This is an optimization exercise on Yosys and OpenROAD, whose aim is small area, not a production implementation.
Function was checked by simulation only, so behaviour that the tests miss may differ from the original.
The flow treats the clock pin as an ideal source. Dropping or thinning the clock tree relies on that and would not hold on a real chip.
Power is estimated from default activity; no workload was simulated.

Design top, start of the top module:
module top
(
    input                   clk,
    input                   resetn,
    input       [15:0]      SW,
    input       [4:0]       BTN,
    output      [15:0]      LED,
    output                  DP,
    output      [7:0]       AN,
    output      [6:0]       C
    );
clock: 10.0 ns
lec_check: 0
cap_margin: 20
core_margin: 2
core_utilization: 40
slew_margin: 20
standard.sh (not shown) runs the stock make flow with config.mk's settings and CLKGATE_MAP_FILE= SYNTH_SCRIPT=/design/flow/synth_recipe.tcl, a recipe that flattens the netlist after the stock synthesis.
==> flow/flow/run.sh <==
#!/bin/bash
# Own layout flow: the standard ORFS flow (standard.sh) with four changes.
#  1. Synthesis is synth_recipe.tcl unchanged except that Yosys's abc pass maps
#     the combinational logic with flow/abc_area.script (area-oriented) instead
#     of ORFS's delay-oriented script. Registers are not touched by abc.
#  2. Port buffers are sky130_fd_sc_hd__buf_1.
#  3. TritonCTS runs as usual, then flow/clock_tree.tcl (POST_CTS hook)
#     replaces its tree with four clkbuf_8 buffers fed by the clock port.
# make's output goes to standard.log; ORFS keeps each step's log under orfs/logs.
set -euo pipefail
HERE=$(pwd)
cat > "$HERE/area_synth.tcl" <<EOS
proc abc {args} {
  set i [lsearch -exact \$args -script]
  if {\$i >= 0} { lset args [expr {\$i + 1}] $HERE/flow/abc_area.script }
  set j [lsearch -exact \$args -D]
  if {\$j >= 0} { set args [lreplace \$args \$j [expr {\$j + 1}]] }
  yosys abc {*}\$args
}
source $HERE/synth_recipe.tcl
EOS
export BUFFER_PORTS_ARGS="-buffer_cell sky130_fd_sc_hd__buf_1"
export CTS_ARGS="-sink_clustering_enable -repair_clock_nets -buf_list {sky130_fd_sc_hd__clkbuf_4 sky130_fd_sc_hd__clkbuf_8} -dont_use_dummy_load"
export POST_CTS_TCL="$HERE/flow/clock_tree.tcl"
export FLAT_CTS_BUF=sky130_fd_sc_hd__clkbuf_8
export FLAT_CTS_NET=clk
bash standard.sh SYNTH_SCRIPT="$HERE/area_synth.tcl" finish > standard.log 2>&1
Other scripts of this flow, unchanged in this note and not shown: flow/flow/abc_area.script, flow/flow/clock_tree.tcl
Then changed:
--- a/flow/design.v
+++ b/flow/design.v
@@ -91,35 +91,31 @@
         end else if (step) begin
             side <= side_n;
             pos <= atend ? 4'd7 : pos_mv;
         end
     end
     wire isearlier_w = dly[1] & ~dly[0];
     always @(posedge clk) begin
         dly[1] <= ~rst & isearlier;
         dly[0] <= dly[1];
         realisearlier <= ~rst & (isearlier_w | (realisearlier & ~atend));
         isearlier <= ~rst & (game ? ~atend & (isearlier | (SW[0] & ~at1) | (SW[15] & ~at14)) : isearlier);
     end
-    wire flag_right = ~fcr[4] & fcr[3] & ~fcr[1] & fcr[0];
-    wire flag_left  = ~fcl[4] & fcl[3] & ~fcl[1] & fcl[0];
-    wire ar = step & ~flag_right;
-    wire al = step & ~flag_left;
-    wire cr = rst | (step & ~SW[0]);
-    wire cl = rst | (step & ~SW[15]);
-    wire [4:0] fcr_n = ar ? {fcr[3:0], ~(fcr[4] ^ fcr[2])} : fcr;
-    wire [4:0] fcl_n = al ? {fcl[3:0], ~(fcl[4] ^ fcl[2])} : fcl;
+    wire flag_right = fcr[4] & fcr[3] & fcr[1];
+    wire flag_left  = fcl[4] & fcl[3] & fcl[1];
     always @(posedge clk) begin
-        fcr <= {5{~cr}} & fcr_n;
-        fcl <= {5{~cl}} & fcl_n;
+        if (rst | (step & ~SW[0])) fcr <= 5'd8;
+        else if (step & ~flag_right) fcr <= {fcr[3:0], ~(fcr[4] ^ fcr[1])};
+        if (rst | (step & ~SW[15])) fcl <= 5'd8;
+        else if (step & ~flag_left) fcl <= {fcl[3:0], ~(fcl[4] ^ fcl[1])};
     end
     wire inc1 = step & (at15 | flag_left);
     wire inc2 = step & (at0 | flag_right);
     wire eqE = newClk & eq;
     wire c1 = inc1 & o1[0];
     wire w1 = inc1 & t1[4] & t1[3] & t1[0] & o1[2] & ~o1[1] & o1[0];    
     wire clr1 = rst | eqE | w1;
     wire ti1 = inc1 & o1[3] & o1[0];
     always @(posedge clk) begin
         o1[0] <= ~rst & (eqE ? inc1 : (o1[0] ^ inc1) & ~w1);
         o1[1] <= ~clr1 & (o1[1] ^ (c1 & ~o1[3]));
         o1[2] <= ~clr1 & (o1[2] ^ (c1 & o1[1]));
After rerunning: The new run passed the timing, design-rule and antenna checks. Power shrinks by 2.8%. Die area grows by 2.0%. Clock power is about the same. Critical path depth shrinks by 8. Sequential power shrinks by about 1%. Utilization shrinks by 0.89 points. Global-route usage grows by 0.90 points. Final cell count grows by 1.0%. Setup slack gains 250 ps. Maximum frequency grows by 6.4%. Routed wire length grows by 6.9%. Sequential cell count is unchanged. Synthesized area grows by 2.1%. Final area grows by 2.0%.
In every run of this note, the design's own scripts or RTL, not TritonCTS, make the clock network.

## static timing again, ports no longer ideal
In the flow no input, the clock included, has a driving cell. The finished layouts below were timed again as built, in two steps.
Step 1 assumes that a clkbuf_16 drives the clock port and a buf_2 every other input.
Step 2 moves the port delays by t, midway between the first and last clock arrival at a register: inputs arrive t later, outputs are due t later. That takes back most of the time a late clock gives input paths.
Slacks: ideal ports / drivers / drivers and shift; pairs: ideal ports / drivers.
run | shift t [ns] | setup slack, ns | worst setup path after step 2 | latest minus earliest clock arrival (ns) | cell pins on the clock port's net
the first run | 0.220 | 5.905 / 5.945 / 5.725 | input to register | 0.008 / 0.008 | 4
the second run | 0.223 | 6.153 / 6.089 / 6.010 | input to register | 0.006 / 0.005 | 4
After both steps setup and hold are still met in every run listed. The setup slack of the first run, which loses most, moves by +0.040 ns with the drivers and by -0.180 ns with both steps.
